Source: an optimization exercise on an open RTL-to-GDS flow (aim: small area and a short achievable clock period). Production flows keep margins and buffers that such runs may drop. Where RTL was checked, it was by simulation tests only, not by an equivalence proof against the original. Function not checked in runs 2 and 3: the RTL went through the layout flow alone. No driver is modelled on the clock port, so clocking that relies on it looks cheaper here than on a real chip. Power and IR drop assume default switching activity.

File: flow/design.v
module spa_xor2(a, b, y);
    input a, b;
    output y;
    assign y = a ^ b;
endmodule
module spa_xnor2(a, b, y);
    input a, b;
    output y;
    assign y = ~(a ^ b);
endmodule
module spa_and2(a, b, y);
    input a, b;
    output y;
    assign y = a & b;
endmodule
module spa_and3(a, b, c, y);
    input a, b, c;
    output y;
    assign y = a & b & c;
endmodule
module spa_andn(a, b, y);
    input a, b;
    output y;
    assign y = a & ~b;
endmodule
module spa_nor2(a, b, y);
    input a, b;
    output y;
    assign y = ~(a | b);
endmodule
module spa_fa(a, b, c, s, co);
    input a, b, c;
    output s, co;
    assign s = a ^ b ^ c;
    assign co = (a & b) | (c & (a ^ b));
endmodule
module spa_a211o(a, b, c, d, y);
    input a, b, c, d;
    output y;
    assign y = a | b | (c & d);
endmodule
module spa_maj3(a, b, c, y);
    input a, b, c;
    output y;
    assign y = (a & b) | (c & (a | b));
endmodule
module spa_a222oi(a1, a2, b1, b2, c1, c2, y);
    input a1, a2, b1, b2, c1, c2;
    output y;
    assign y = ~((a1 & a2) | (b1 & b2) | (c1 & c2));
endmodule
module spa_mux2i(a0, a1, s, y);
    input a0, a1, s;
    output y;
    assign y = ~(s ? a1 : a0);
endmodule
module spa_mux2(a0, a1, s, y);
    input a0, a1, s;
    output y;
    assign y = s ? a1 : a0;
endmodule
module spa_o21ai(a1, a2, b1, y);
    input a1, a2, b1;
    output y;
    assign y = ~((a1 | a2) & b1);
endmodule
module spa_a22o(a1, a2, b1, b2, y);
    input a1, a2, b1, b2;
    output y;
    assign y = (a1 & a2) | (b1 & b2);
endmodule
module spa_lt4(m1, s1, m2, s2, y);
    input m1, s1, m2, s2;
    output y;
    wire w;
    spa_a22o  uw(.a1(m1), .a2(m2), .b1(s1), .b2(s2), .y(w));
    spa_o21ai uy(.a1(m1), .a2(m2), .b1(w), .y(y));
endmodule
module self_purging_full_adder(a, b, e, C, Cn, Jn, nG, nP, sum, en);
    input [5:0] a, b, e;
    input C, Cn;            
    input Jn;               
    output nG, nP, sum;     
    output [5:0] en;        
    wire [5:0] h, l, z, q, nm;
    wire [1:0] sh, mh, sl, ml, sz, mz, sp, mp;
    genvar k, g;
    generate
        for (k = 0; k < 6; k = k + 1) begin : m
            spa_and3  uh(.a(e[k]), .b(a[k]), .c(b[k]), .y(h[k]));
            spa_o21ai uq(.a1(a[k]), .a2(b[k]), .b1(e[k]), .y(q[k]));   
            spa_nor2  ul(.a(q[k]), .b(h[k]), .y(l[k]));
            spa_andn  uz(.a(e[k]), .b(l[k]), .y(z[k]));               
        end
        for (g = 0; g < 2; g = g + 1) begin : grp
            spa_fa fh(.a(h[3*g]), .b(h[3*g+1]), .c(h[3*g+2]), .s(sh[g]), .co(mh[g]));
            spa_fa fl(.a(l[3*g]), .b(l[3*g+1]), .c(l[3*g+2]), .s(sl[g]), .co(ml[g]));
            spa_fa fz(.a(z[3*g]), .b(z[3*g+1]), .c(z[3*g+2]), .s(sz[g]), .co(mz[g]));
            spa_xor2  ps(.a(sh[g]), .b(sl[g]), .y(sp[g]));
            spa_a211o pm(.a(mh[g]), .b(ml[g]), .c(sh[g]), .d(sl[g]), .y(mp[g]));
        end
    endgenerate
    wire nS0, nS1;
    spa_lt4 vg(.m1(mh[0]), .s1(sh[0]), .m2(mh[1]), .s2(sh[1]), .y(nG));
    spa_lt4 vp(.m1(mp[0]), .s1(sp[0]), .m2(mp[1]), .s2(sp[1]), .y(nP));
    spa_lt4 v0(.m1(ml[0]), .s1(sl[0]), .m2(ml[1]), .s2(sl[1]), .y(nS0));
    spa_lt4 v1(.m1(mz[0]), .s1(sz[0]), .m2(mz[1]), .s2(sz[1]), .y(nS1));
    spa_mux2i vs(.a0(nS0), .a1(nS1), .s(C), .y(sum));
    wire ne, cx, t0, t1, t2;
    spa_xor2 te(.a(sum), .b(C), .y(ne));
    spa_xor2 tc(.a(C), .b(Cn), .y(cx));
    spa_andn u2(.a(Cn), .b(ne), .y(t2));
    spa_nor2 u0(.a(ne), .b(Cn), .y(t0));
    spa_andn u1(.a(ne), .b(cx), .y(t1));
    generate
        for (k = 0; k < 6; k = k + 1) begin : sw
            spa_a222oi ua(.a1(t2), .a2(h[k]), .b1(t1), .b2(l[k]), .c1(t0), .c2(q[k]), .y(nm[k]));
            spa_mux2i  ue(.a0(Jn), .a1(nm[k]), .s(e[k]), .y(en[k]));
        end
    endgenerate
endmodule
module self_purging_adder(clk, in1, in2, cin, J, sum, cout);
    parameter W = 32;
    parameter N = 6;
    input clk, J;
    input [N*W-1:0] in1, in2;
    input [N-1:0] cin;
    output [W-1:0] sum;
    output cout;
    function th4;   
        input [5:0] v;
        reg [1:0] c1, c2;
        begin
            c1 = v[0] + v[1] + v[2];
            c2 = v[3] + v[4] + v[5];
            th4 = (c1[1] & c2[1]) | ((c1[1] | c2[1]) & c1[0] & c2[0]);
        end
    endfunction
    reg  [N*W-1:0] E;        
    wire [N*W-1:0] En;
    wire [W:0] C;            
    wire [W-1:0] G, P;
    wire Jn = ~J;
    genvar i, k, l;
    generate
        for (i = 0; i < W; i = i + 1) begin : bit_
            wire [N-1:0] a, b, e, en;
            for (k = 0; k < N; k = k + 1) begin : mod_
                assign a[k] = in1[k*W+i];
                assign b[k] = in2[k*W+i];
                assign e[k] = E[k*W+i];
                assign En[k*W+i] = en[k];
            end
            if (i == 0) begin : b0
                wire [N-1:0] s = a ^ b ^ cin;
                wire [N-1:0] co = (a & b) | (cin & (a ^ b));
                assign sum[0] = th4(e & s);
                assign G[0] = th4(e & co);
                assign P[0] = 1'b0;
                for (k = 0; k < N; k = k + 1) begin : m0
                    assign en[k] = e[k] ? ((s[k] == sum[0]) & (co[k] == C[1])) : J;
                end
            end else begin : bn
                wire nG, nP;
                assign G[i] = ~nG;
                assign P[i] = ~nP;
                self_purging_full_adder fa(.a(a), .b(b), .e(e), .C(C[i]), .Cn(C[i+1]),
                    .Jn(Jn), .nG(nG), .nP(nP), .sum(sum[i]), .en(en));
            end
        end
        wire [W-1:0] gg [0:5];
        wire [W-1:0] pp [0:5];
        assign gg[0] = G;
        assign pp[0] = P;
        for (l = 0; l < 5; l = l + 1) begin : lvl
            for (i = 0; i < W; i = i + 1) begin : col
                if ((i >> l) & 1) begin : cmb
                    localparam integer J0 = ((i >> l) << l) - 1;
                    assign gg[l+1][i] = gg[l][i] | (pp[l][i] & gg[l][J0]);
                    assign pp[l+1][i] = pp[l][i] & pp[l][J0];
                end else begin : pas
                    assign gg[l+1][i] = gg[l][i];
                    assign pp[l+1][i] = pp[l][i];
                end
            end
        end
    endgenerate
    assign C[0] = cin[0];
    assign C[W:1] = gg[5];
    assign cout = C[W];
    always @(posedge clk)
        E <= En;
endmodule
File: flow/config.mk
export PLATFORM = sky130hd
export DESIGN_NAME = self_purging_adder
export DESIGN_NICKNAME = self_purging_adder
export VERILOG_FILES = /design/flow/design.v
export SDC_FILE = /design/flow/constraint.sdc
export NUM_CORES = 4
export LEC_CHECK = 0
export CAP_MARGIN = 20
export CORE_MARGIN = 2
export CORE_UTILIZATION = 60
export SLEW_MARGIN = 20
export SYNTH_HIERARCHICAL = 1
export SYNTH_MINIMUM_KEEP_SIZE = 0
File: flow/constraint.sdc
create_clock -name core_clock -period 110.0 [get_ports {clk}]
set_input_delay 22.0000 -clock core_clock [delete_from_list [all_inputs] [get_ports {clk}]]
set_output_delay 22.0000 -clock core_clock [all_outputs]
set_load 0.01 [all_outputs]
File: flow/standard.sh
#!/bin/bash
# synth_recipe.tcl (not shown) runs the flow's synth.tcl, then flattens the netlist and writes it again
# the make line also repeats each setting of config.mk as NAME=value (left out here)
make -C /OpenROAD-flow-scripts/flow DESIGN_CONFIG=/design/flow/config.mk WORK_HOME=/design/flow/orfs CLKGATE_MAP_FILE= SYNTH_SCRIPT=/design/flow/synth_recipe.tcl "${@:-finish}"
File: flow/flow/downsize.tcl
# Area recovery after synthesis: set each combinational logic cell to the
# smallest-area version of its function (among equal areas, the strongest),
# unless the cell is on a path within $margin ns of the worst setup slack.
# Flip-flops, buffers and clock cells are left as they are; the later repair
# steps size cells up again where slew, load or timing need it.
set margin 1.0
set db [ord::get_db]
set block [[$db getChip] getBlock]
set best [dict create]
foreach lib [$db getLibs] {
  foreach m [$lib getMasters] {
    set name [$m getName]
    if { ![regexp {^(sky130_fd_sc_hd__[a-z0-9]+)_([0-9]+)$} $name -> base drive] } { continue }
    set area [expr { [$m getWidth] * [$m getHeight] }]
    if { [dict exists $best $base] } {
      lassign [dict get $best $base] barea bdrive
      if { $area > $barea || ($area == $barea && $drive <= $bdrive) } { continue }
    }
    dict set best $base [list $area $drive $m]
  }
}
set dont_use {}
if { [info exists ::env(DONT_USE_CELLS)] } { set dont_use $::env(DONT_USE_CELLS) }
set wns [expr { [sta::worst_slack_cmd max] * 1e9 }]
puts "downsize.tcl: worst setup slack before [format %.3f $wns] ns"
set n 0
set kept 0
set saved 0.0
foreach inst [$block getInsts] {
  set m [$inst getMaster]
  set name [$m getName]
  if { ![regexp {^(sky130_fd_sc_hd__([a-z0-9]+))_([0-9]+)$} $name -> base fn drive] } { continue }
  if { [regexp {^(df|edf|sdf|dl|buf|clk|tap|fill|decap|conb|diode|dly|ebuf|einv|probe|lpflow)} $fn] } { continue }
  if { ![dict exists $best $base] } { continue }
  lassign [dict get $best $base] barea bdrive new
  if { $new == $m } { continue }
  if { [lsearch -exact $dont_use [$new getName]] >= 0 } { continue }
  set old_area [expr { [$m getWidth] * [$m getHeight] }]
  if { $barea >= $old_area } { continue }
  set slack 1e30
  foreach pin [get_pins -of_objects [get_cells [$inst getName]]] {
    set s [get_property $pin slack_max]
    if { $s != "INF" && $s < $slack } { set slack $s }
  }
  if { $slack < $wns + $margin } { incr kept; continue }
  set saved [expr { $saved + ($old_area - $barea) / 1e6 }]
  $inst swapMaster $new
  incr n
}
set wns2 [expr { [sta::worst_slack_cmd max] * 1e9 }]
puts "downsize.tcl: $n cells set to a smaller version, [format %.1f $saved] um2 less; $kept near-critical cells kept; worst setup slack after [format %.3f $wns2] ns"
File: flow/flow/run.sh
#!/bin/bash
# Standard ORFS layout (the standard.sh) with these changes:
#  - the port buffers that global placement puts on every input and output
#    are sky130 buf_1 cells instead of the default choice;
#  - right after floorplanning, every logic cell is set to the smallest
#    version of its function (downsize.tcl); the later repair steps size up
#    again where slew, load or timing need it;
#  - clock tree synthesis uses clkbuf_4/clkbuf_8 buffers and no dummy loads.
# Each step's full log is in orfs/logs/; make's own output is in
# standard_flow.log.
set -euo pipefail
here=$(pwd)
export BUFFER_PORTS_ARGS="-buffer_cell sky130_fd_sc_hd__buf_1"
export POST_FLOORPLAN_TCL="$here/flow/downsize.tcl"
export CTS_ARGS="-sink_clustering_enable -repair_clock_nets -dont_use_dummy_load -buf_list {sky130_fd_sc_hd__clkbuf_4 sky130_fd_sc_hd__clkbuf_8} -root_buf sky130_fd_sc_hd__clkbuf_8 -sink_clustering_size 24"
bash standard.sh "$@" > standard_flow.log 2>&1
==> summary.txt, run 1 <==
- Final Hold Fails: 0
- Crit path buf inv count: 3
- Vias in the first global route: about 19000
- Rows: 70
- HP Start: E[96]$_DFF_P_
- Cell area after layout: 23000 µm²
- WHS Endpoint: E[96]$_DFF_P_
- Cts bufs inserted: 17
- Maximum clock frequency: 20.5 MHz
- # DRC: 0
- Pwr dens: about 35 nW/µm²
- Initial antenna violation count: 23
- HP Class: register to register
- Period minus WS final: between 40000 and 50000 ps
- Max clock buf depth: 2
- DP Wirelength: between 40000 and 50000 µm
- NumNets Final: about 3200
- Total grt overflow: 0
- Synth warnings: 7
- CP max FO: 7
- DR vias/cell: approximately 6.4
- Hold_buf cts: 0
- Crit-path slowest cell: fa_1
- Layout cell share with drive strength beyond 1: 0.0128
- Cell count of the worst hold path: 1
- Fin crit share: 0.443
- Worst-path clk slew: ~90 ps
- Synth Area in XOR/XNOR: 0.0533
- Post-route setup slack: just over 60000 ps
- Biggest register: E
- CP Launch Type: input port
- Simple-Gate Fraction of Synth Area: 0.253
- Utilization after layout: 0.628
- Routed Wire Length: a little under 60000 µm
- Number of port buffers: between 400 and 500
- Total number of vias: between 20000 and 25000
- CTS tree: done
- Post-CTS setup-driven buffer insertion count: 0
- Post-synthesis adder-cell area fraction: 0.176
- Top cell type by total area after synthesis: fa_1
- CP Class: input port to primary output
- Max-slew violations: 0
- RSZ-0062 raised after global routing: false
- CP Cell Sequence: buf_1, and3_1, nor2_1, fa_1, a211o_1, a22o_1, o21ai_1, nand4b_1, a41oi_1, a211oi_2, inv_2, a21oi_2, o21ai_1, a211oi_1, o21ai_0, mux2i_1, buf_1
- Fin Clk Skew: approximately 24 ps
- Worst flop-to-flop path startpoint: E[65]$_DFF_P_
- DIE WIDTH: about 200 µm
- EDFF count, synth: 0
- Worst reg2reg path depth: 19
- Largest family of logic cells by synthesized area: simple AND/OR/NAND/NOR gates
- Mapped Avg Cell Area: 10.1 µm²
- Max_cap viols: 0
- Main synth FF type: dfxtp_1
- Post-Syn Area: between 20000 and 25000 µm²
- Biggest regs: E (192)
- Status: finished clean
- Worst Setup End Kind: primary output
- Critical path's top delay family: compound AO/OA/AOI/OAI gates
- Clk sinks: ~190
- Clock latency at the later pin of the worst-skew pair: approximately 500 ps
- Unique cell type count in the Yosys netlist: 52
- CP max stage delay: about 530 ps
- Starting Density: 0.610
- FFs w/ async S/R, synth: 0
- R2R setup slack: between 100000 and 150000 ps
- First-pass GRT wire length: 92800 µm
- Worst Setup Slack post-DPL: 61370 ps
- H-tree levels: 4
- R2R Path End: E[127]$_DFF_P_
- RePlAce Congestion: just over 0.9
- Routed Antenna Nets: 0
- Tot GR Track Use: 0.295
- Area Overhead vs Synth: 2.81%
- Ranking of synthesized cells by area: fa_1 (18%), dfxtp_1 (17%), nor2b_4 (15%)
- Core Area: approximately 37000 µm²
- # IOs: around 430
- VDD IR-drop max: 0.0000164 V
- Worst Max-Slew Pin Slew: 1050 ps
- Iteration-0 DRC Markers: around 1800
- Lkg Pwr: around 10 nW
- Area after DPL: around 23000 µm²
- Root Buffer: clkbuf_8
- Yosys top cell area share: 0.176
- Die H: between 150 and 200 µm
- CP arrival: 26690 ps
- Drt pass-1 iters: 14
- Worst Path Required: slightly below 90000 ps
- WL/cell: 18.7 µm
- Seq/Total Area, Yosys: 0.172
- Final setup fails: 0
- DIE AREA: 38800 µm²
- Post-cts resize count: 0
- Multiplexer area fraction after synthesis: 0.0972
- Setup TNS: 0 ps
- Register bit total from synthesis: around 190
- Max FFs per register: between 150 and 200
- Worst relative slew slack: 0.296
- Synth Area in Compound Gates: 0.244
- Syn nets: between 2000 and 3000
- Largest net degree at the start of global routing: around 120
- Synth Instances: between 2000 and 2500
-- cells in the final DEF (no fill, tap or decap), types with 12 or more instances in the layout --
cell / netlist / final
buf_1: 0 / 424
o21ai_1: 312 / 312
nor2b_1: 3 / 251
nor2_1: 224 / 224
mux2i_1: 217 / 217
fa_1: 196 / 196
dfxtp_1: 192 / 192
and3_1: 186 / 186
a222oi_1: 186 / 186
xor2_1: 124 / 124
a22o_1: 124 / 124
a211o_1: 62 / 62
o21ai_0: 23 / 23
inv_1: 19 / 18
diode_2: 0 / 17
clkbuf_8: 0 / 17
xnor2_1: 12 / 12
-- kinds of logic after synthesis --
family	count (synthesis)
compound gates	743
xor+xnor	136
fa+ha+maj	197
buf+inv	22
flops	192
mux	217
simple gates	699
-- worst max path at each step --
stage	from	to	slack (ps)	cells after the start
2_1_floorplan	in2[38]	sum[11]	61860	14
3_3_place_gp	in2[5]	sum[31]	61560	17
3_5_place_dp	in2[129]	sum[31]	61370	17
4_1_cts	in2[65]	sum[31]	61370	17
5_1_grt	in2[5]	sum[31]	61000	17
6_report	in2[65]	sum[31]	61310	17
-- per-stage QoR --
stage	power (mW)	cells	hold WS [ps]
after floorplan	0.712	2206	454
after global placement	0.749	3101	474
after detailed placement	0.766	3101	480
after CTS	0.810	3118	498
after global routing	0.895	3128	508
final	0.815	3135	494
-- per-layer routing --
| layer | part of all wire | GRT usage | vias to the layer above | routed length (µm) |
|---|---|---|---|---|
| met5 | 0.0017 | 0 | - | 99 |
| met4 | 0.031 | 0.116 | 16 | 1830 |
| met3 | 0.085 | 0.0710 | 116 | 5010 |
| met2 | 0.46 | 0.483 | 717 | 27200 |
| met1 | 0.42 | 0.376 | 9666 | 24600 |
| li1 | - | - | 9558 | - |
-- layout make-up --
type                    count  area, µm²
repair buffers            429       1630
well taps                 468        586
inverters                  20       80.1
fillers                  3361      13600
flip-flops and latches    192       3840
clock buffers              17        234
multi-input cells        1992      16600
diodes                     17       42.5
-- synthesized netlist by cell type, types with 6 or more instances --
master	count
nor2b_4	248
o21ai_0	23
nand2_1	7
o21ai_1	312
a222oi_1	186
and2_1	10
dfxtp_1	192
inv_1	19
a22o_1	124
and3_1	186
a211o_1	62
nor2_1	224
xnor2_1	12
o21a_1	7
a21oi_1	9
mux2i_1	217
xor2_1	124
nand3_1	6
fa_1	196
-- power breakdown --
| part | internal (mW) | switching (mW) |
|---|---|---|
| logic | 0.290 | 0.339 |
| clock network | 0.0137 | 0.0251 |
| registers | 0.110 | 0.0369 |
| total | 0.414 | 0.401 |
-- per-module statistics from Yosys, one instance, submodules excluded, a selection --
module,cells inside,area [µm²],copies in the design
spa_and3,1,6.26,186
spa_a222oi,1,10.0,186
spa_mux2i,1,10.0,217
spa_xor2,1,8.76,124
spa_a22o,1,8.76,124
spa_o21ai,1,5.00,310
spa_a211o,1,8.76,62
spa_fa,1,20.0,186
self_purging_adder,346,4930,1
spa_nor2,1,3.75,217
spa_andn,1,13.8,248
==> inputs of run 2 (changes only) <==
--- a/flow/design.v
+++ b/flow/design.v
@@ -76,11 +76,18 @@
     spa_a22o  uw(.a1(m1), .a2(m2), .b1(s1), .b2(s2), .y(w));
     spa_o21ai uy(.a1(m1), .a2(m2), .b1(w), .y(y));
 endmodule
-module self_purging_full_adder(a, b, e, C, Cn, Jn, nG, nP, sum, en);
+module spa_ge4n(m1, s1, m2, s2, y);
+    input m1, s1, m2, s2;
+    output y;
+    wire w;
+    spa_a211o uw(.a(s1), .b(s2), .c(m1), .d(m2), .y(w));
+    spa_o21ai uy(.a1(m1), .a2(m2), .b1(w), .y(y));
+endmodule
+module self_purging_full_adder(a, b, e, C, Cn, Jn, nG, P, sum, en);
     input [5:0] a, b, e;
     input C, Cn;            
     input Jn;               
-    output nG, nP, sum;     
+    output nG, P, sum;      
     output [5:0] en;        
     wire [5:0] h, l, z, q, nm;
     wire [1:0] sh, mh, sl, ml, sz, mz, sp, mp;
@@ -96,13 +103,12 @@
             spa_fa fh(.a(h[3*g]), .b(h[3*g+1]), .c(h[3*g+2]), .s(sh[g]), .co(mh[g]));
             spa_fa fl(.a(l[3*g]), .b(l[3*g+1]), .c(l[3*g+2]), .s(sl[g]), .co(ml[g]));
             spa_fa fz(.a(z[3*g]), .b(z[3*g+1]), .c(z[3*g+2]), .s(sz[g]), .co(mz[g]));
-            spa_xor2  ps(.a(sh[g]), .b(sl[g]), .y(sp[g]));
-            spa_a211o pm(.a(mh[g]), .b(ml[g]), .c(sh[g]), .d(sl[g]), .y(mp[g]));
+            spa_fa fp(.a(q[3*g]), .b(q[3*g+1]), .c(q[3*g+2]), .s(sp[g]), .co(mp[g]));
         end
     endgenerate
     wire nS0, nS1;
     spa_lt4 vg(.m1(mh[0]), .s1(sh[0]), .m2(mh[1]), .s2(sh[1]), .y(nG));
-    spa_lt4 vp(.m1(mp[0]), .s1(sp[0]), .m2(mp[1]), .s2(sp[1]), .y(nP));
+    spa_ge4n vp(.m1(mp[0]), .s1(sp[0]), .m2(mp[1]), .s2(sp[1]), .y(P));
     spa_lt4 v0(.m1(ml[0]), .s1(sl[0]), .m2(ml[1]), .s2(sl[1]), .y(nS0));
     spa_lt4 v1(.m1(mz[0]), .s1(sz[0]), .m2(mz[1]), .s2(sz[1]), .y(nS1));
     spa_mux2i vs(.a0(nS0), .a1(nS1), .s(C), .y(sum));
@@ -161,11 +167,10 @@
                     assign en[k] = e[k] ? ((s[k] == sum[0]) & (co[k] == C[1])) : J;
                 end
             end else begin : bn
-                wire nG, nP;
+                wire nG;
                 assign G[i] = ~nG;
-                assign P[i] = ~nP;
                 self_purging_full_adder fa(.a(a), .b(b), .e(e), .C(C[i]), .Cn(C[i+1]),
-                    .Jn(Jn), .nG(nG), .nP(nP), .sum(sum[i]), .en(en));
+                    .Jn(Jn), .nG(nG), .P(P[i]), .sum(sum[i]), .en(en));
             end
         end
         wire [W-1:0] gg [0:5];
--- a/flow/flow/run.sh
+++ b/flow/flow/run.sh
@@ -12,5 +12,5 @@
 here=$(pwd)
 export BUFFER_PORTS_ARGS="-buffer_cell sky130_fd_sc_hd__buf_1"
 export POST_FLOORPLAN_TCL="$here/flow/downsize.tcl"
-export CTS_ARGS="-sink_clustering_enable -repair_clock_nets -dont_use_dummy_load -buf_list {sky130_fd_sc_hd__clkbuf_4 sky130_fd_sc_hd__clkbuf_8} -root_buf sky130_fd_sc_hd__clkbuf_8 -sink_clustering_size 24"
+export CTS_ARGS="-sink_clustering_enable -repair_clock_nets -dont_use_dummy_load -buf_list {sky130_fd_sc_hd__clkbuf_4 sky130_fd_sc_hd__clkbuf_8} -root_buf sky130_fd_sc_hd__clkbuf_8"
 bash standard.sh "$@" > standard_flow.log 2>&1
==> summary.txt, run 2 <==
- Mapped Avg Cell Area: ~10 µm²
- Final Hold Fails: 0
- Most common cell after layout, fill and taps aside: buf_1
- First-pass GRT wire length: around 96000 µm
- RePlAce Congestion: around 0.95
- Dpl cells: 3093
- Iteration-0 DRC Markers: about 2100
- Biggest register: E
- Fin cells: between 3000 and 4000
- Main synth FF type: dfxtp_1
- Total grt overflow: 0
- # DRC: 0
- Routed Antenna Nets: 0
- EDFF count, synth: 0
- Register bit total from synthesis: 192
- Biggest regs: E (192)
- Clk sinks: 192
- Initial antenna violation count: 18
- CP max stage delay: about 760 ps
- Total number of vias: between 15000 and 20000
- Max clock buf depth: 2
- HP Class: register to register
- Tot GR Track Use: 0.309
- Fin Clk Skew: between 20 and 30 ps
- Worst-path clk slew: about 80 ps
- DP Wirelength: a little over 50000 µm
- Setup TNS: 0 ps
- CP Launch Type: input port
- Crit path buf inv count: 2
- Hold_buf cts: 0
- DIE AREA: ~40000 µm²
- Worst Path Required: between 80000 and 90000 ps
- VDD IR-drop max: 0.0000139 V
- Final setup fails: 0
- Stages on worst setup path: 13
- Top cell type by total area after synthesis: fa_1
- Worst Setup End Kind: primary output
- Root Buffer: clkbuf_8
- Max_cap viols: 0
- Ranking of synthesized cells by area: fa_1 (23%), dfxtp_1 (17%), nor2b_4 (15%)
- Post-CTS setup-driven buffer insertion count: 0
- CP Cell Sequence: buf_1, fa_1, and2_1, fa_1, o2111ai_1, a31o_2, nor2_1, nor4_2, o21ai_1, a21boi_1, o21ai_0, mux2i_1, buf_1
- Most common cell in the netlist: o21ai_1
- Layout cell share with drive strength beyond 1: 0.0158
- RSZ-0062 raised after global routing: false
- Die H: 198 µm
- Period minus WS final: about 48000 ps
- Max-slew violations: 0
- Fin crit share: 0.440
- Core Area: between 30000 and 40000 µm²
- Largest net degree at the start of global routing: 110
- Commonest cells after routing, fill and taps aside: buf_1 (424), o21ai_1 (314), fa_1 (258)
- Routed Wire Length: ~61000 µm
- Drt pass-1 iters: 10
- WL/cell: approximately 20 µm
- Area Overhead vs Synth: 2.86%
- Yosys top cell area share: 0.228
- Unique cell type count in the Yosys netlist: 50
- Status: finished clean
- DIE WIDTH: ~200 µm
- Syn nets: about 2800
- CP Class: input port to primary output
- Clock latency at the later pin of the worst-skew pair: approximately 520 ps
- FFs w/ async S/R, synth: 0
- Lkg Pwr: 9.97 nW
- CP max FO: 8
- Vias in the first global route: around 19000
- Synth warnings: 7
- Worst relative slew slack: 0.318
- Fin Hold WS: 493 ps
- Worst reg2reg path depth: 15
- # IOs: between 400 and 500
- CP arrival: between 20000 and 30000 ps
- Crit-path slowest cell: o21ai_0
- DR vias/cell: approximately 6.3
- Synth Instances: 2158
- Top cells by count, synth: o21ai_1 (314), fa_1 (258), nor2b_4 (248)
- Pwr dens: between 30 and 40 nW/µm²
- Cell count of the worst hold path: 1
- CTS tree: done
- Number of port buffers: about 420
- Post-Syn Area: around 23000 µm²
- Worst Max-Slew Pin Slew: just over 1000 ps
- Seq/Total Area, Yosys: 0.170
- NumNets Final: about 3300
- Max FFs per register: about 190
- Critical path's top delay family: compound AO/OA/AOI/OAI gates
- Cts bufs inserted: 17
- Post-cts resize count: 0
- Rows: just over 70
- Maximum clock frequency: 20.7 MHz
- Starting Density: 0.605
- H-tree levels: 4
run 2: changes by cell type after synthesis, sizes merged, moves of 5 or more:
cell and change:
a211o -31, a21oi -8, a22o -31, fa +62
inv +5, nand2 +7, nand2b +5, o21a -7
xor2 -62
run 2: power by group:
part           switching (mW)  internal, mW  total [mW]
combinational           0.311         0.249       0.559
sequential             0.0408         0.110       0.151
clock                  0.0243        0.0137      0.0380
total                   0.376         0.372       0.748
run 2: per-module statistics from Yosys (local to each module, per instance), a selection:
module | flip-flops and latches | cell area (µm²) | cells inside
self_purging_adder | 192 | 5040 | 360
spa_a22o | 0 | 8.76 | 1
spa_o21ai | 0 | 5.00 | 1
spa_xor2 | 0 | 8.76 | 1
spa_a211o | 0 | 8.76 | 1
spa_andn | 0 | 13.8 | 1
spa_and3 | 0 | 6.26 | 1
spa_fa | 0 | 20.0 | 1
spa_a222oi | 0 | 10.0 | 1
run 2: cell families (layout without fill, tap and decap cells):
| group | after synthesis | count (layout) | share of synthesized area |
|---|---|---|---|
| compound gates | 677 | 677 | 0.218 |
| simple gates | 712 | 712 | 0.254 |
| buf+inv | 27 | 468 | 0.00465 |
| flops | 192 | 192 | 0.170 |
| fa+ha+maj | 259 | 259 | 0.229 |
| other cells | 0 | 14 | 0 |
| xor+xnor | 74 | 74 | 0.0287 |
| mux | 217 | 217 | 0.0961 |
run 2: cell type report:
| class | count | area (µm²) |
|---|---|---|
| Multi-Input combinational cell | 1939 | 16800 |
| Fill cell | 3344 | 14100 |
| Sequential cell | 192 | 3840 |
| Timing Repair Buffer | 426 | 1610 |
| Tap cell | 511 | 639 |
| Clock buffer | 17 | 234 |
| Inverter | 25 | 98.8 |
| Antenna cell | 14 | 35.0 |
run 2: final timing paths:
path,startpoint,to,slack (ps)
max,in1[96],sum[14],61650
min,E[189]$_DFF_P_,E[189]$_DFF_P_,490
max reg2reg,E[38]$_DFF_P_,E[78]$_DFF_P_,104480
min reg2reg,E[189]$_DFF_P_,E[189]$_DFF_P_,490
run 2: routing by layer:
metal  track usage  part of all wire
met1         0.403              0.41
met2         0.495              0.45
met5             0            0.0013
met3        0.0773             0.099
met4         0.123             0.035
run 2: through the flow:
step / setup slack, ps / power (mW) / util / area (µm²)
6_report: 61650 / 0.748 / 0.622 / 23300
5_1_grt: 61360 / 0.827 / 0.621 / 23200
4_1_cts: 61620 / 0.744 / 0.621 / 23200
3_5_place_dp: 61620 / 0.702 / 0.615 / 23000
3_3_place_gp: 61790 / 0.689 / 0.615 / 23000
2_1_floorplan: 62560 / 0.639 / - / 22600
==> inputs of run 3 (changes only) <==
--- a/flow/design.v
+++ b/flow/design.v
@@ -76,18 +76,11 @@
     spa_a22o  uw(.a1(m1), .a2(m2), .b1(s1), .b2(s2), .y(w));
     spa_o21ai uy(.a1(m1), .a2(m2), .b1(w), .y(y));
 endmodule
-module spa_ge4n(m1, s1, m2, s2, y);
-    input m1, s1, m2, s2;
-    output y;
-    wire w;
-    spa_a211o uw(.a(s1), .b(s2), .c(m1), .d(m2), .y(w));
-    spa_o21ai uy(.a1(m1), .a2(m2), .b1(w), .y(y));
-endmodule
-module self_purging_full_adder(a, b, e, C, Cn, Jn, nG, P, sum, en);
+module self_purging_full_adder(a, b, e, C, Cn, Jn, nG, nP, sum, en);
     input [5:0] a, b, e;
     input C, Cn;            
     input Jn;               
-    output nG, P, sum;      
+    output nG, nP, sum;     
     output [5:0] en;        
     wire [5:0] h, l, z, q, nm;
     wire [1:0] sh, mh, sl, ml, sz, mz, sp, mp;
@@ -103,12 +96,13 @@
             spa_fa fh(.a(h[3*g]), .b(h[3*g+1]), .c(h[3*g+2]), .s(sh[g]), .co(mh[g]));
             spa_fa fl(.a(l[3*g]), .b(l[3*g+1]), .c(l[3*g+2]), .s(sl[g]), .co(ml[g]));
             spa_fa fz(.a(z[3*g]), .b(z[3*g+1]), .c(z[3*g+2]), .s(sz[g]), .co(mz[g]));
-            spa_fa fp(.a(q[3*g]), .b(q[3*g+1]), .c(q[3*g+2]), .s(sp[g]), .co(mp[g]));
+            spa_xor2  ps(.a(sh[g]), .b(sl[g]), .y(sp[g]));
+            spa_a211o pm(.a(mh[g]), .b(ml[g]), .c(sh[g]), .d(sl[g]), .y(mp[g]));
         end
     endgenerate
     wire nS0, nS1;
     spa_lt4 vg(.m1(mh[0]), .s1(sh[0]), .m2(mh[1]), .s2(sh[1]), .y(nG));
-    spa_ge4n vp(.m1(mp[0]), .s1(sp[0]), .m2(mp[1]), .s2(sp[1]), .y(P));
+    spa_lt4 vp(.m1(mp[0]), .s1(sp[0]), .m2(mp[1]), .s2(sp[1]), .y(nP));
     spa_lt4 v0(.m1(ml[0]), .s1(sl[0]), .m2(ml[1]), .s2(sl[1]), .y(nS0));
     spa_lt4 v1(.m1(mz[0]), .s1(sz[0]), .m2(mz[1]), .s2(sz[1]), .y(nS1));
     spa_mux2i vs(.a0(nS0), .a1(nS1), .s(C), .y(sum));
@@ -146,8 +140,9 @@
     wire [N*W-1:0] En;
     wire [W:0] C;            
     wire [W-1:0] G, P;
+    wire [W-1:1] nG, nP;
     wire Jn = ~J;
-    genvar i, k, l;
+    genvar i, k;
     generate
         for (i = 0; i < W; i = i + 1) begin : bit_
             wire [N-1:0] a, b, e, en;
@@ -167,18 +162,29 @@
                     assign en[k] = e[k] ? ((s[k] == sum[0]) & (co[k] == C[1])) : J;
                 end
             end else begin : bn
-                wire nG;
-                assign G[i] = ~nG;
                 self_purging_full_adder fa(.a(a), .b(b), .e(e), .C(C[i]), .Cn(C[i+1]),
-                    .Jn(Jn), .nG(nG), .P(P[i]), .sum(sum[i]), .en(en));
+                    .Jn(Jn), .nG(nG[i]), .nP(nP[i]), .sum(sum[i]), .en(en));
             end
         end
-        wire [W-1:0] gg [0:5];
-        wire [W-1:0] pp [0:5];
-        assign gg[0] = G;
-        assign pp[0] = P;
+    endgenerate
+    assign C[0] = cin[0];
+    spa_prefix pfx(.G0(G[0]), .nG(nG), .nP(nP), .C(C[W:1]));
+    assign cout = C[W];
+    always @(posedge clk)
+        E <= En;
+endmodule
+module spa_prefix(G0, nG, nP, C);
+    input G0;
+    input [31:1] nG, nP;
+    output [31:0] C;
+    wire [31:0] gg [0:5];
+    wire [31:0] pp [0:5];
+    assign gg[0] = {~nG, G0};
+    assign pp[0] = {~nP, 1'b0};
+    genvar i, l;
+    generate
         for (l = 0; l < 5; l = l + 1) begin : lvl
-            for (i = 0; i < W; i = i + 1) begin : col
+            for (i = 0; i < 32; i = i + 1) begin : col
                 if ((i >> l) & 1) begin : cmb
                     localparam integer J0 = ((i >> l) << l) - 1;
                     assign gg[l+1][i] = gg[l][i] | (pp[l][i] & gg[l][J0]);
@@ -190,9 +196,5 @@
             end
         end
     endgenerate
-    assign C[0] = cin[0];
-    assign C[W:1] = gg[5];
-    assign cout = C[W];
-    always @(posedge clk)
-        E <= En;
-endmodule
+    assign C = gg[5];
+endmodule
==> summary.txt, run 3 <==
- Status: finished clean
- Worst Path Required: ~88000 ps
- CP max FO: 10
- Synth Area in XOR/XNOR: 0.0508
- Final setup fails: 0
- Rows: 70
- CTS tree: done
- Main synth FF type: dfxtp_1
- Initial antenna violation count: 28
- Syn nets: around 2800
- Multiplexer area fraction after synthesis: 0.0970
- DIE AREA: slightly below 40000 µm²
- Worst Setup End Kind: primary output
- Register bit total from synthesis: approximately 190
- Worst-path clk slew: approximately 70 ps
- DIE WIDTH: just under 200 µm
- Core Area: about 37000 µm²
- Crit-path slowest cell: o41ai_4
- Iteration-0 DRC Markers: 1900
- Vias in the first global route: about 19000
- Simple-Gate Fraction of Synth Area: 0.254
- Worst Max-Slew Pin Slew: ~970 ps
- Layout cell share with drive strength beyond 1: 0.0128
- Drt pass-1 iters: 8
- Seq/Total Area, Yosys: 0.172
- Cts bufs inserted: 17
- Ranking of synthesized cells by area: fa_1 (18%), dfxtp_1 (17%), nor2b_4 (15%)
- Clk sinks: ~190
- CP Class: input port to primary output
- Setup TNS: 0 ps
- WL/cell: roughly 18 µm
- Maximum clock frequency: just over 20 MHz
- CP Launch Type: input port
- # IOs: around 430
- Commonest cells after routing, fill and taps aside: buf_1 (424), o21ai_1 (313), nor2b_1 (250)
- Total grt overflow: 0
- CP Cell Sequence: buf_1, fa_1, and2_1, fa_1, nor2b_1, maj3_1, inv_1, o21a_1, o22ai_1, a31o_2, nor2_2, o41ai_4, a31oi_1, o21ai_1, mux2i_1, buf_1
- Clock latency at the later pin of the worst-skew pair: 510 ps
- Unique cell type count in the Yosys netlist: 47
- VDD IR-drop max: between 0.000015 and 0.00002 V
- Lkg Pwr: a little over 10 nW
- Cell area after layout: approximately 23000 µm²
- Fillers: between 3000 and 4000
- HP Start: E[185]$_DFF_P_
- NumNets Final: approximately 3200
- Post-Syn Area: between 20000 and 25000 µm²
- DR vias/cell: around 6.3
- Mapped Avg Cell Area: 10.1 µm²
- Largest family of logic cells by synthesized area: simple AND/OR/NAND/NOR gates
- Most common cell after layout, fill and taps aside: buf_1
- Top cells by count, synth: o21ai_1 (313), nor2b_4 (248), nor2_1 (225)
- First-pass GRT wire length: approximately 90000 µm
- EDFF count, synth: 0
- Number of port buffers: 424
- Pwr dens: ~35 nW/µm²
- Max clock buf depth: 2
- DP Wirelength: about 47000 µm
- Yosys top cell area share: 0.175
- CP max stage delay: about 800 ps
- HP Class: register to register
- Post-CTS setup-driven buffer insertion count: 0
- Post-route setup slack: 60910 ps
- # DRC: 0
- RePlAce Congestion: slightly above 0.9
- Fin Clk Skew: ~29 ps
- Max-slew violations: 0
- Post-cts resize count: 0
- Tot GR Track Use: 0.293
- Routed Wire Length: ~58000 µm
- Synth Instances: approximately 2200
- Fin Hold WS: approximately 500 ps
- Max_cap viols: 0
- Routed Antenna Nets: 0
- Die H: around 200 µm
- Synth Area in Compound Gates: 0.246
- Biggest register: E
- Final Hold Fails: 0
- Synth warnings: 8
- Most common cell in the netlist: o21ai_1
- Max FFs per register: ~190
- FFs w/ async S/R, synth: 0
- CP arrival: between 20000 and 30000 ps
- Area Overhead vs Synth: 2.78%
- Area after DPL: roughly 23000 µm²
- Fin crit share: 0.446
- Total number of vias: between 15000 and 20000
- Top cell type by total area after synthesis: fa_1
- Utilization after layout: 0.627
- H-tree levels: 4
- Worst Setup Slack post-DPL: between 60000 and 70000 ps
- RSZ-0062 raised after global routing: false
- Hold_buf cts: 0
- Starting Density: 0.610
- Largest net degree at the start of global routing: approximately 110
- Root Buffer: clkbuf_8
- Period minus WS final: 49090 ps
- Worst relative slew slack: 0.354
- Critical Path Start: in1[96]
- Worst flop-to-flop path startpoint: E[142]$_DFF_P_
- Biggest regs: E (192)
- Post-synthesis adder-cell area fraction: 0.176
[run 3: cell types whose count changed after synthesis, moves of 4 or more]
cell | before | now
xnor2_1 | 12 | 6
o32ai_1 | 0 | 6
inv_1 | 25 | 17
xor2_1 | 62 | 124
nand3_1 | 10 | 0
a22o_1 | 93 | 124
a211o_1 | 31 | 62
o21a_1 | 0 | 17
fa_1 | 258 | 196
o21ai_0 | 19 | 15
nor3_1 | 2 | 12
a21bo_2 | 6 | 2
[run 3: cell families after synthesis]
group                      count (synthesis)
AOI/OAI and AO/OA                        747
xor gates and xnor gates                 130
adders and majority gates                197
buffers and inverters                     22
DFF                                      192
muxes                                    217
and+or+nand+nor                          708
[run 3: final cells by class]
type	count	area [µm²]	share of cell area
multi-input cells	1999	16600	0.720
flip-flops and latches	192	3840	0.167
repair buffers	430	1640	0.0711
inverters	17	68.8	0.00299
clock buffers	17	234	0.0102
well taps	468	586	0.0254
diodes	26	65.1	0.00283
[run 3: routing by layer]
| metal | routed length (µm) | vias to the layer above | GRT usage |
|---|---|---|---|
| met5 | 53 | - | 0 |
| met4 | 2060 | 10 | 0.124 |
| met3 | 4800 | 104 | 0.0743 |
| met2 | 27700 | 650 | 0.492 |
| met1 | 23400 | 9600 | 0.358 |
| li1 | - | 9586 | - |
[run 3: worst paths after layout]
kind	endpoint	slack (ps)	cells past startpoint
setup / recovery	sum[31]	60910	16
hold / removal	E[185]$_DFF_P_	490	1
setup reg to reg	E[95]$_DFF_P_	104110	17
hold reg to reg	E[185]$_DFF_P_	490	1
[run 3: through the flow]
stage / power, mW / cells
after global routing: 0.893 / 3139
after global placement: 0.745 / 3106
after detailed placement: 0.763 / 3106
after CTS: 0.806 / 3123
after floorplan: 0.712 / 2213
final: 0.809 / 3149
[run 3: critical path, delay by kind of cell]
kind	cells	cell delay [ps]
buffers and inverters	3	380
AO/OA/AOI/OAI	6	2400
multiplexers	1	360
adder cells (fa/ha/maj)	3	1550
AND/OR/NAND/NOR	3	410
[run 3: per-module statistics from Yosys, one instance, submodules excluded, a selection]
module	cells inside	flip-flops and latches
spa_andn	1	0
spa_a211o	1	0
self_purging_adder	255	192
spa_a22o	1	0
spa_o21ai	1	0
spa_fa	1	0
spa_xor2	1	0
spa_a222oi	1	0
[run 3: report_power, final]
group | switching [mW] | total, mW | leakage (nW) | internal (mW)
logic | 0.334 | 0.623 | 8.59 | 0.289
registers | 0.0364 | 0.146 | 1.62 | 0.110
clock network | 0.0257 | 0.0395 | 0.122 | 0.0137
total | 0.397 | 0.809 | 10.3 | 0.413
==> inputs of run 4 (changes only) <==
--- a/flow/design.v
+++ b/flow/design.v
@@ -140,9 +140,8 @@
     wire [N*W-1:0] En;
     wire [W:0] C;            
     wire [W-1:0] G, P;
-    wire [W-1:1] nG, nP;
     wire Jn = ~J;
-    genvar i, k;
+    genvar i, k, l;
     generate
         for (i = 0; i < W; i = i + 1) begin : bit_
             wire [N-1:0] a, b, e, en;
@@ -162,29 +161,19 @@
                     assign en[k] = e[k] ? ((s[k] == sum[0]) & (co[k] == C[1])) : J;
                 end
             end else begin : bn
+                wire nG, nP;
+                assign G[i] = ~nG;
+                assign P[i] = ~nP;
                 self_purging_full_adder fa(.a(a), .b(b), .e(e), .C(C[i]), .Cn(C[i+1]),
-                    .Jn(Jn), .nG(nG[i]), .nP(nP[i]), .sum(sum[i]), .en(en));
+                    .Jn(Jn), .nG(nG), .nP(nP), .sum(sum[i]), .en(en));
             end
         end
-    endgenerate
-    assign C[0] = cin[0];
-    spa_prefix pfx(.G0(G[0]), .nG(nG), .nP(nP), .C(C[W:1]));
-    assign cout = C[W];
-    always @(posedge clk)
-        E <= En;
-endmodule
-module spa_prefix(G0, nG, nP, C);
-    input G0;
-    input [31:1] nG, nP;
-    output [31:0] C;
-    wire [31:0] gg [0:5];
-    wire [31:0] pp [0:5];
-    assign gg[0] = {~nG, G0};
-    assign pp[0] = {~nP, 1'b0};
-    genvar i, l;
-    generate
+        wire [W-1:0] gg [0:5];
+        wire [W-1:0] pp [0:5];
+        assign gg[0] = G;
+        assign pp[0] = P;
         for (l = 0; l < 5; l = l + 1) begin : lvl
-            for (i = 0; i < 32; i = i + 1) begin : col
+            for (i = 0; i < W; i = i + 1) begin : col
                 if ((i >> l) & 1) begin : cmb
                     localparam integer J0 = ((i >> l) << l) - 1;
                     assign gg[l+1][i] = gg[l][i] | (pp[l][i] & gg[l][J0]);
@@ -196,5 +185,9 @@
             end
         end
     endgenerate
-    assign C = gg[5];
+    assign C[0] = cin[0];
+    assign C[W:1] = gg[5];
+    assign cout = C[W];
+    always @(posedge clk)
+        E <= En;
 endmodule
==> flow/flow/run.sh (replaced) <==
#!/bin/bash
# Standard ORFS layout (the standard.sh) with these changes:
#  - the port buffers that global placement puts on every input and output
#    are sky130 buf_1 cells instead of the default choice;
#  - right after floorplanning, logic cells off the near-critical paths are
#    set to the smallest version of their function (downsize.tcl);
#  - clock tree synthesis uses clkbuf_4/clkbuf_8 buffers and no dummy loads;
#  - after clock tree synthesis, repair_timing sizes up the slowest paths
#    (post_cts.tcl), aiming at more setup slack than the standard flow does.
# Each step's full log is in orfs/logs/; make's own output is in
# standard_flow.log.
set -euo pipefail
here=$(pwd)
export BUFFER_PORTS_ARGS="-buffer_cell sky130_fd_sc_hd__buf_1"
export POST_FLOORPLAN_TCL="$here/flow/downsize.tcl"
export CTS_ARGS="-sink_clustering_enable -repair_clock_nets -dont_use_dummy_load -buf_list {sky130_fd_sc_hd__clkbuf_4 sky130_fd_sc_hd__clkbuf_8} -root_buf sky130_fd_sc_hd__clkbuf_8"
export POST_CTS_TCL="$here/flow/post_cts.tcl"
bash standard.sh "$@" > standard_flow.log 2>&1
==> flow/flow/post_cts.tcl (new file) <==
# Setup repair on the slowest paths: the design's clock leaves tens of ns of
# slack, so the standard repair does nothing; here repair_timing is asked for
# $target ns of slack, which makes it size up (and if need be buffer) the
# cells of the slowest paths, then the placement is legalised again.
set target 62.5
estimate_parasitics -placement
puts "post_cts.tcl: worst setup slack before [format %.3f [expr {[sta::worst_slack_cmd max] * 1e9}]] ns"
repair_timing -setup -setup_margin $target -sequence "sizeup,swap,buffer" -skip_last_gasp -verbose
detailed_placement
check_placement -verbose
estimate_parasitics -placement
puts "post_cts.tcl: worst setup slack after [format %.3f [expr {[sta::worst_slack_cmd max] * 1e9}]] ns"
report_design_area
==> summary.txt, run 4 <==
- Status: finished clean
- Largest net degree at the start of global routing: between 100 and 150
- Drt pass-1 iters: 8
- Period minus WS final: 47750 ps
- CP max FO: 4
- DIE WIDTH: ~200 µm
- Clock latency at the later pin of the worst-skew pair: approximately 500 ps
- Syn nets: approximately 2800
- Post-synthesis adder-cell area fraction: 0.176
- Starting Density: 0.610
- Max FFs per register: around 190
- Lkg Pwr: about 11 nW
- Routed Wire Length: between 60000 and 70000 µm
- Maximum clock frequency: ~21 MHz
- Total number of vias: a little over 20000
- Synth Instances: roughly 2200
- DP Wirelength: roughly 48000 µm
- Fin crit share: 0.434
- Cell area after layout: 24500 µm²
- RePlAce Congestion: a little over 0.9
- First-pass GRT wire length: 97100 µm
- Largest family of logic cells by synthesized area: simple AND/OR/NAND/NOR gates
- HP Class: register to register
- Core Area: 36600 µm²
- Worst Setup Slack post-DPL: 61370 ps
- Die H: slightly below 200 µm
- Unique cell type count in the Yosys netlist: 52
- # IOs: 425
- Commonest cells after routing, fill and taps aside: buf_1 (391), o21ai_1 (290), nor2b_1 (251)
- Pwr dens: approximately 35 nW/µm²
- Multiplexer area fraction after synthesis: 0.0972
- Synth Area in Compound Gates: 0.244
- Most common cell in the netlist: o21ai_1
- WL/cell: about 19 µm
- CTS tree: done
- Total grt overflow: 0
- Worst relative slew slack: 0.318
- Mapped Avg Cell Area: roughly 10 µm²
- DR vias/cell: ~6.4
- Biggest register: E
- Final Hold Fails: 0
- Layout cell share with drive strength beyond 1: 0.107
- Setup TNS: 0 ps
- DIE AREA: 38800 µm²
- Initial antenna violation count: 25
- FFs w/ async S/R, synth: 0
- Biggest regs: E (192)
- Routed Antenna Nets: 0
- Fillers: around 3200
- Iteration-0 DRC Markers: roughly 1900
- Area after DPL: roughly 23000 µm²
- Number of port buffers: 424
- Synth warnings: 7
- Fin Clk Skew: 27.9 ps
- Register bit total from synthesis: 192
- Vias in the first global route: roughly 20000
- RSZ-0062 raised after global routing: false
- Yosys top cell area share: 0.176
- Worst Setup End Kind: primary output
- CP Class: input port to primary output
- EDFF count, synth: 0
- NumNets Final: ~3300
- Clk sinks: ~190
- Utilization after layout: 0.668
- CP arrival: roughly 26000 ps
- Most common cell after layout, fill and taps aside: buf_1
- Worst Path Required: 88000 ps
- Fin Hold WS: a little under 500 ps
- Area Overhead vs Synth: 9.48%
- FF+latch area: 3840 µm²
- Max-slew violations: 0
- CP Launch Type: input port
- Max_cap viols: 0
- Ranking of synthesized cells by area: fa_1 (18%), dfxtp_1 (17%), nor2b_4 (15%)
- Synth Area in XOR/XNOR: 0.0533
- Post-route setup slack: roughly 62000 ps
- Top cell type by total area after synthesis: fa_1
- Tot GR Track Use: 0.309
- Main synth FF type: dfxtp_1
- Simple-Gate Fraction of Synth Area: 0.253
- Rows: 70
- Final setup fails: 0
- Post-Syn Area: roughly 22000 µm²
- # DRC: 0
- Worst Max-Slew Pin Slew: between 1000 and 1500 ps
- VDD IR-drop max: approximately 0.000016 V
- Top cells by count, synth: o21ai_1 (312), nor2b_4 (248), nor2_1 (224)
- Multi-input gate area: ~17000 µm²
- Seq/Total Area, Yosys: 0.172
- Worst-path clk slew: 90 ps
==> run 4: cell count changes after synthesis, sizes merged, moves of 4 or more <==
cell	before	now
o32ai	6	0
nor3	13	2
xnor2	6	12
o21a	17	7
nand2	16	7
buf	5	1
a21oi	6	10
nand3	0	6
o21ai	328	336
==> run 4: modules after synthesis (local to each module, per instance), excerpt <==
module,flops+latches,copies in the design,cells,area [µm²]
spa_andn,0,248,1,13.8
spa_a211o,0,62,1,8.76
spa_fa,0,186,1,20.0
spa_xor2,0,124,1,8.76
spa_and3,0,186,1,6.26
spa_mux2i,0,217,1,10.0
spa_o21ai,0,310,1,5.00
spa_a22o,0,124,1,8.76
self_purging_adder,192,1,346,4930
spa_a222oi,0,186,1,10.0
spa_nor2,0,217,1,3.75
==> run 4: worst max-delay path, stage by stage <==
cell and delay, ps:
buf_1 90, o21ai_1 250, nor2_2 90, fa_1 480
a211o_1 330, a22o_1 230, o21ai_2 80, nand4b_1 180
a41oi_2 180, a211oi_4 350, inv_2 110, a21oi_4 280
o21ai_4 120, a211oi_2 220, buf_4 180, clkinvlp_4 110
mux2i_2 260, buf_2 190
==> run 4: layout make-up <==
type,count,share of cell area
inverters,20,0.00343
multi-input cells,1992,0.711
clock buffers,17,0.00956
well taps,468,0.0239
diodes,17,0.00174
flip-flops and latches,192,0.157
repair buffers,499,0.0932
==> run 4: kinds of logic (layout without fill, tap and decap cells) <==
kind of cell | after synthesis | count (layout)
AO/OA/AOI/OAI | 743 | 743
XOR/XNOR | 136 | 136
adder cells (fa/ha/maj) | 197 | 197
buffers and inverters | 22 | 536
flip-flops | 192 | 192
multiplexers | 217 | 217
other | 0 | 17
AND/OR/NAND/NOR | 699 | 699
==> run 4: worst paths after layout <==
path                      start  cells past startpoint  slack (ps)        endpoint
setup / recovery        in2[33]                     18       62250         sum[30]
hold / removal    E[96]$_DFF_P_                      1         490   E[96]$_DFF_P_
setup reg to reg  E[65]$_DFF_P_                     21      104840  E[190]$_DFF_P_
hold reg to reg   E[96]$_DFF_P_                      1         490   E[96]$_DFF_P_
==> run 4: through the flow <==
| step | instances | total power, mW |
|---|---|---|
| after global placement | 3101 | 0.749 |
| after floorplan | 2206 | 0.712 |
| after detailed placement | 3101 | 0.766 |
| after global routing | 3201 | 0.948 |
| final | 3205 | 0.868 |
==> run 4: layer usage <==
layer	GRT usage	up-vias	share of wire
met3	0.0739	131	0.086
met2	0.516	800	0.47
met1	0.384	9922	0.41
li1	-	9716	-
met5	0	-	0.0022
met4	0.128	20	0.036
==> run 4: power by group <==
| part | total [mW] | switching, mW | internal [mW] | leakage, nW |
|---|---|---|---|---|
| clock | 0.0389 | 0.0252 | 0.0137 | 0.122 |
| sequential | 0.148 | 0.0383 | 0.110 | 1.62 |
| combinational | 0.681 | 0.364 | 0.317 | 9.14 |
| total | 0.868 | 0.427 | 0.441 | 10.9 |
==> inputs of run 5 (changes only) <==
==> flow/flow/post_cts.tcl (replaced) <==
# Setup repair on the slowest paths: the design's clock leaves tens of ns of
# slack, so the standard repair does nothing; here repair_timing is asked for
# $target ns of slack, which makes it size up (and if need be buffer) the
# cells of the slowest paths, then the placement is legalised again.
set target 62.0
estimate_parasitics -placement
puts "post_cts.tcl: worst setup slack before [format %.3f [expr {[sta::worst_slack_cmd max] * 1e9}]] ns"
repair_timing -setup -setup_margin $target -sequence "sizeup,swap" -skip_last_gasp -verbose
detailed_placement
check_placement -verbose
estimate_parasitics -placement
puts "post_cts.tcl: worst setup slack after [format %.3f [expr {[sta::worst_slack_cmd max] * 1e9}]] ns"
report_design_area
==> summary.txt, run 5 <==
- Top cell type by total area after synthesis: fa_1
- Total number of vias: around 20000
- CP max FO: 8
- Vias in the first global route: ~19000
- Mapped Avg Cell Area: approximately 10 µm²
- Synth Area in XOR/XNOR: 0.0533
- FFs w/ async S/R, synth: 0
- Rows: 70
- Biggest regs: E (192)
- Routed Antenna Nets: 0
- Clk pwr share: 0.047
- DIE WIDTH: 197 µm
- Final setup fails: 0
- Routed met1 length: ~24000 µm
- NetSw: a little over 0.4 mW
- Max_cap viols: 0
- Lkg Pwr: 10.4 nW
- Worst relative slew slack: 0.321
- Period minus WS final: about 48000 ps
- Iteration-0 DRC Markers: between 1500 and 2000
- Area after DPL: between 20000 and 25000 µm²
- Worst reg2reg path depth: 19
- Starting Density: 0.610
- Number of port buffers: approximately 420
- Synth Area in Compound Gates: 0.244
- WL/cell: approximately 19 µm
- R2R Path End: E[117]$_DFF_P_
- Maximum clock frequency: 20.7 MHz
- DP Wirelength: around 48000 µm
- Comb power frac: 0.774
- Worst Path Required: about 90000 ps
- CP Launch Type: input port
- Met2 Routed Length: around 27000 µm
- DR vias/cell: 6.42
- Cell area after layout: approximately 23000 µm²
- Synth warnings: 7
- Fin Clk Skew: roughly 27 ps
- Sequential power share: 0.179
- Most common cell in the netlist: o21ai_1
- Highest metal used: met5
- Total grt overflow: 0
- Final Hold Fails: 0
- HP Start: E[96]$_DFF_P_
- Clk sinks: roughly 190
- CP arrival: between 20000 and 30000 ps
- RSZ-0062 raised after global routing: false
- NumNets Final: 3240
- Critical Path Start: in2[5]
- Synth Instances: between 2000 and 2500
- Worst-path clk slew: roughly 90 ps
- Most common cell after layout, fill and taps aside: buf_1
- Post-synthesis adder-cell area fraction: 0.176
- Area Overhead vs Synth: 3.81%
- Register bit total from synthesis: 192
- Commonest cells after routing, fill and taps aside: buf_1 (422), o21ai_1 (313), nor2b_1 (251)
- Clock latency at the later pin of the worst-skew pair: about 500 ps
- Setup TNS: 0 ps
- Routed Wire Length: around 59000 µm
- Initial antenna violation count: 24
- Ranking of synthesized cells by area: fa_1 (18%), dfxtp_1 (17%), nor2b_4 (15%)
- Layout cell share with drive strength beyond 1: 0.0332
- Largest family of logic cells by synthesized area: simple AND/OR/NAND/NOR gates
- Die H: just under 200 µm
- Net Sw Frac: 0.494
- RePlAce Congestion: between 0.9 and 1
- Top cells by count, synth: o21ai_1 (312), nor2b_4 (248), nor2_1 (224)
- CTS tree: done
- Tot GR Track Use: 0.296
- Main synth FF type: dfxtp_1
- Multiplexer area fraction after synthesis: 0.0972
- Status: finished clean
- Yosys top cell area share: 0.176
- Crit path to: sum[21]
- Pint: approximately 0.42 mW
- HP Class: register to register
- DIE AREA: 38800 µm²
- Core Area: 36600 µm²
- Worst Setup End Kind: primary output
- Seq/Total Area, Yosys: 0.172
- Simple-Gate Fraction of Synth Area: 0.253
- Drt pass-1 iters: 9
- First-pass GRT wire length: ~93000 µm
- R2R setup slack: 104510 ps
- VDD IR-drop max: 0.0000164 V
- Fin crit share: 0.439
- Post-Syn Area: 22400 µm²
- Metal3 WL: about 5200 µm
- Largest net degree at the start of global routing: approximately 120
- Syn nets: 2794
- CP Class: input port to primary output
- # IOs: 425
- EDFF count, synth: 0
- Worst Max-Slew Pin Slew: about 1000 ps
- # DRC: 0
- Pwr dens: ~35 nW/µm²
- Worst flop-to-flop path startpoint: E[5]$_DFF_P_
- Max-slew violations: 0
- Unique cell type count in the Yosys netlist: 52
- Max FFs per register: 192
- Biggest register: E
==> run 5: worst min-delay path by stage <==
stage	to	cells after the start
after floorplan	E[128]$_DFF_P_	1
after global placement	E[158]$_DFF_P_	1
after detailed placement	E[96]$_DFF_P_	1
after global routing	E[15]$_DFF_P_	1
final	E[96]$_DFF_P_	1
==> run 5: modules after synthesis, one instance, submodules excluded, excerpt <==
| module | copies in the design | flip-flops and latches |
|---|---|---|
| spa_a222oi | 186 | 0 |
| spa_nor2 | 217 | 0 |
| self_purging_adder | 1 | 192 |
| spa_o21ai | 310 | 0 |
| spa_xor2 | 124 | 0 |
| spa_fa | 186 | 0 |
| spa_andn | 248 | 0 |
==> run 5: per-stage QoR <==
step                      power [mW]  utilization  hold WS (ps)  cells  setup slack, ps
after detailed placement       0.766        0.620           480   3101            61370
after global placement         0.749        0.620           474   3101            61560
after floorplan                0.712            -           454   2206            61860
final                          0.822        0.634           494   3135            61750
after global routing           0.902        0.633           508   3129            61520
==> run 5: power groups by stage <==
stage / clock (mW) / sequential, mW / combinational [mW]
2_1_floorplan: 0 / 0.142 / 0.569
3_3_place_gp: 0 / 0.146 / 0.603
3_5_place_dp: 0 / 0.148 / 0.618
5_1_grt: 0.0426 / 0.154 / 0.706
6_report: 0.0388 / 0.147 / 0.637
==> run 5: logic make-up (layout without fill, tap and decap cells) <==
kind of cell             after synthesis  after routing
AO/OA/AOI/OAI                        743            743
multiplexers                         217            217
adder cells (fa/ha/maj)              197            197
buffers and inverters                 22            466
other                                  0             17
XOR/XNOR                             136            136
flip-flops                           192            192
AND/OR/NAND/NOR                      699            699
==> run 5: worst max-delay path: stages <==
cell	delay [ps]
buf_1	90
and3_1	250
nor2_2	90
fa_1	600
a211o_1	160
a22o_1	130
o21ai_1	150
or4_4	550
nor2_2	150
a211oi_4	110
inv_4	150
a21oi_4	90
o41ai_4	740
inv_1	190
o21ai_4	300
mux2i_2	310
buf_2	180
==> run 5: final cells by class <==
cell class	count	area (µm²)
Sequential cell	192	3840
Inverter	20	82.6
Timing Repair Buffer	429	1630
Clock buffer	17	234
Antenna cell	17	42.5
Multi-Input combinational cell	1992	16800
Fill cell	3344	13400
Tap cell	468	586
==> run 5: layer usage <==
| layer | GRT usage | vias up |
|---|---|---|
| li1 | - | 9563 |
| met1 | 0.377 | 9645 |
| met2 | 0.487 | 776 |
| met3 | 0.0712 | 117 |
| met4 | 0.117 | 16 |
| met5 | 0 | - |
==> inputs of run 6 (changes only) <==
==> flow/flow/run.sh (replaced) <==
#!/bin/bash
# Standard ORFS layout (the standard.sh) with these changes:
#  - the port buffers that global placement puts on every input and output
#    are sky130 buf_1 cells instead of the default choice;
#  - right after floorplanning, logic cells off the near-critical paths are
#    set to the smallest version of their function (downsize.tcl); the later
#    repair steps size up again where slew, load or timing need it;
#  - clock tree synthesis uses clkbuf_4/clkbuf_8 buffers and no dummy loads;
#  - after clock tree synthesis, a short setup repair sizes up the cells of
#    the slowest paths (post_cts.tcl).
# Each step's full log is in orfs/logs/; make's own output is in
# standard_flow.log.
set -euo pipefail
here=$(pwd)
export BUFFER_PORTS_ARGS="-buffer_cell sky130_fd_sc_hd__buf_1"
export POST_FLOORPLAN_TCL="$here/flow/downsize.tcl"
export POST_CTS_TCL="$here/flow/post_cts.tcl"
export CTS_ARGS="-sink_clustering_enable -repair_clock_nets -dont_use_dummy_load -buf_list {sky130_fd_sc_hd__clkbuf_4 sky130_fd_sc_hd__clkbuf_8} -root_buf sky130_fd_sc_hd__clkbuf_8"
bash standard.sh "$@" > standard_flow.log 2>&1
==> flow/flow/post_cts.tcl (replaced) <==
set gain 0.3
estimate_parasitics -placement
set wns [expr {[sta::worst_slack_cmd max] * 1e9}]
puts "post_cts.tcl: worst setup slack before [format %.3f $wns] ns"
repair_timing -setup -setup_margin [expr {$wns + $gain}] -sequence "sizeup,swap" -skip_last_gasp -verbose
detailed_placement
check_placement -verbose
estimate_parasitics -placement
puts "post_cts.tcl: worst setup slack after [format %.3f [expr {[sta::worst_slack_cmd max] * 1e9}]] ns"
report_design_area
==> summary.txt, run 6 <==
- Status: finished clean
- Area after DPL: between 20000 and 25000 µm²
- RSZ-0062 raised after global routing: false
- Most common cell after layout, fill and taps aside: buf_1
- Total number of vias: around 20000
- Tot Pwr: 0.817 mW
- Layout cell share with drive strength beyond 1: 0.0158
- Final Hold Fails: 0
- # DRC: 0
- Most common cell in the netlist: o21ai_1
- CP Launch Type: input port
- Biggest regs: E (192)
- Fin Clk Skew: 25.7 ps
- Fin cells: 3135
- DR vias/cell: between 6 and 7
- CTS tree: done
- CP max FO: 7
- Worst relative slew slack: 0.297
- Maximum clock frequency: roughly 21 MHz
- WL/cell: between 15 and 20 µm
- Main synth FF type: dfxtp_1
- NumNets Final: between 3000 and 4000
- Top cells by count, synth: o21ai_1 (312), nor2b_4 (248), nor2_1 (224)
- Dpl cells: about 3100
- Worst Path Required: 88000 ps
- CP Cell Sequence: buf_1, and3_1, nor2_1, fa_1, xor2_1, a22o_1, o21ai_1, or4_4, nor2_1, a211oi_2, o21ai_0, inv_1, o21ai_0, buf_4, a21bo_2, mux2i_1, buf_1
- Initial antenna violation count: 23
- Fillers: ~3300
- HP Class: register to register
- Post-Syn Area: 22400 µm²
- Period minus WS final: between 40000 and 50000 ps
- Top cell type by total area after synthesis: fa_1
- DIE AREA: just under 40000 µm²
- Register bit total from synthesis: 192
- CP max stage delay: ~840 ps
- Ranking of synthesized cells by area: fa_1 (18%), dfxtp_1 (17%), nor2b_4 (15%)
- Largest net degree at the start of global routing: 123
- Mapped Avg Cell Area: just over 10 µm²
- Worst Setup End Kind: primary output
- Vias in the first global route: 19070
- Drt pass-1 iters: 9
- Max-slew violations: 0
- Synth Instances: approximately 2200
- Total grt overflow: 0
- DP Wirelength: between 40000 and 50000 µm
- Net Sw Frac: 0.493
- Worst Setup Slack post-DPL: 61370 ps
- Worst Max-Slew Pin Slew: ~1000 ps
- Fin crit share: 0.440
- Pwr dens: around 35 nW/µm²
- Cell area after layout: between 20000 and 25000 µm²
- Syn nets: between 2000 and 3000
- Starting Density: 0.610
- EDFF count, synth: 0
- Lkg Pwr: between 10 and 15 nW
- Worst-path clk slew: ~90 ps
- CP arrival: about 26000 ps
- Area Overhead vs Synth: 3.07%
- First-pass GRT wire length: between 90000 and 100000 µm
- Iteration-0 DRC Markers: approximately 2000
- Final setup fails: 0
- Commonest cells after routing, fill and taps aside: buf_1 (424), o21ai_1 (315), nor2b_1 (251)
- Sequential power share: 0.180
- Tot GR Track Use: 0.296
- Pint: 0.415 mW
- DIE WIDTH: roughly 200 µm
- Rows: 70
- Max FFs per register: between 150 and 200
- NetSw: 0.403 mW
- Post-route setup slack: ~62000 ps
- RePlAce Congestion: approximately 0.9
- Comb power frac: 0.773
- Clk sinks: around 190
- Setup TNS: 0 ps
- Clk pwr share: 0.047
- # IOs: approximately 430
- Biggest register: E
- Seq/Total Area, Yosys: 0.172
- VDD IR-drop max: 0.0000164 V
- Yosys top cell area share: 0.176
- CP Class: input port to primary output
- Routed Wire Length: 58800 µm
- Routed Antenna Nets: 0
- Max_cap viols: 0
- Number of port buffers: 424
- Crit-path slowest cell: o21ai_0
- FFs w/ async S/R, synth: 0
- Die H: between 150 and 200 µm
- Unique cell type count in the Yosys netlist: 52
- Clock latency at the later pin of the worst-skew pair: roughly 500 ps
- Synth warnings: 7
- Core Area: approximately 37000 µm²
## run 6: final cells by class
type / instances / area [µm²] / share of cell area
Sequential cell: 192 / 3840 / 0.167
Antenna cell: 17 / 42.5 / 0.00185
Clock buffer: 17 / 234 / 0.0102
Timing Repair Buffer: 429 / 1630 / 0.0707
Inverter: 20 / 80.1 / 0.00348
Multi-Input combinational cell: 1992 / 16600 / 0.722
Tap cell: 468 / 586 / 0.0254
## run 6: Yosys stat by module (local to each module, per instance), excerpt
| module | flip-flops and latches | cells inside | times used | area (µm²) |
|---|---|---|---|---|
| self_purging_adder | 192 | 346 | 1 | 4930 |
| spa_fa | 0 | 1 | 186 | 20.0 |
| spa_mux2i | 0 | 1 | 217 | 10.0 |
| spa_a222oi | 0 | 1 | 186 | 10.0 |
| spa_a22o | 0 | 1 | 124 | 8.76 |
| spa_a211o | 0 | 1 | 62 | 8.76 |
| spa_xor2 | 0 | 1 | 124 | 8.76 |
| spa_and3 | 0 | 1 | 186 | 6.26 |
| spa_o21ai | 0 | 1 | 310 | 5.00 |
| spa_nor2 | 0 | 1 | 217 | 3.75 |
## run 6: path summary, 6_finish.rpt
path | start | endpoint | slack [ps] | depth (start not counted)
setup / recovery | in2[133] | sum[11] | 61570 | 17
hold / removal | E[96]$_DFF_P_ | E[96]$_DFF_P_ | 500 | 1
setup reg to reg | E[102]$_DFF_P_ | E[171]$_DFF_P_ | 104360 | 19
hold reg to reg | E[96]$_DFF_P_ | E[96]$_DFF_P_ | 500 | 1
## run 6: stage by stage
| step | util | hold WS (ps) |
|---|---|---|
| floorplan | - | 454 |
| global placement | 0.620 | 474 |
| detailed placement | 0.620 | 480 |
| global route | 0.629 | 508 |
| finish | 0.629 | 495 |
## run 6: worst max-delay path, delay by kind of cell
family | cells | cell delay [ps]
compound gates | 6 | 1670
xor+xnor | 1 | 190
fa+ha+maj | 1 | 510
buf+inv | 4 | 570
mux | 1 | 370
simple gates | 4 | 1090
## run 6: routing by layer
| metal | track usage | wire (µm) | part of all wire | up-vias |
|---|---|---|---|---|
| li1 | - | - | - | 9560 |
| met1 | 0.377 | 24600 | 0.42 | 9664 |
| met2 | 0.485 | 27200 | 0.46 | 712 |
| met3 | 0.0715 | 5080 | 0.086 | 117 |
| met4 | 0.116 | 1810 | 0.031 | 16 |
| met5 | 0 | 99 | 0.0017 | - |
## run 6: logic make-up (layout without fill, tap and decap cells)
kind of cell,count (synthesis),count (layout),synth area share
xor+xnor,136,136,0.0533
compound gates,743,743,0.244
fa+ha+maj,197,197,0.176
flops,192,192,0.172
other cells,0,17,0
simple gates,699,699,0.253
mux,217,217,0.0972
buf+inv,22,466,0.00386
## run 6: power by group through the flow
stage	clock network [mW]	logic, mW	registers, mW
final	0.0387	0.631	0.147
after global placement	0	0.603	0.146
after floorplan	0	0.569	0.142
after detailed placement	0	0.618	0.148
after global routing	0.0426	0.701	0.154

-- separate check: timing with driven ports --
No port has a modelled driver above. Below, the same layouts with a new extraction and two added sets of constraints.
Step 1 sets driving cells, clkbuf_16 on the clock port and buf_2 on the other inputs (assumed; they add their load-dependent delay and slew).
Step 2, shift: input delay + t, output delay - t, t = (earliest + latest rising clock arrival at the registers) / 2. This alone moves slack from input paths to output paths.
Slacks: ideal / step 1 / step 2; pairs: ideal / step 1.
run	t, ns	setup slack, ns	latest minus earliest clock arrival (ns)	worst data-port slew with drivers (ns)
run 1	0.538	61.310 / 61.255 / 61.255	0.025 / 0.024	0.11
run 2	0.559	61.646 / 61.622 / 61.622	0.029 / 0.029	0.13
run 3	0.551	60.908 / 60.885 / 60.885	0.029 / 0.029	0.11
run 4	0.541	62.254 / 62.206 / 62.206	0.028 / 0.028	0.12
run 5	0.540	61.753 / 61.732 / 61.732	0.027 / 0.027	0.11
run 6	0.538	61.566 / 61.545 / 61.545	0.025 / 0.026	0.11
After both steps every run listed still meets setup and hold. The setup slack of run 1, which loses most, moves by -0.055 ns with the drivers and by -0.055 ns with both steps.
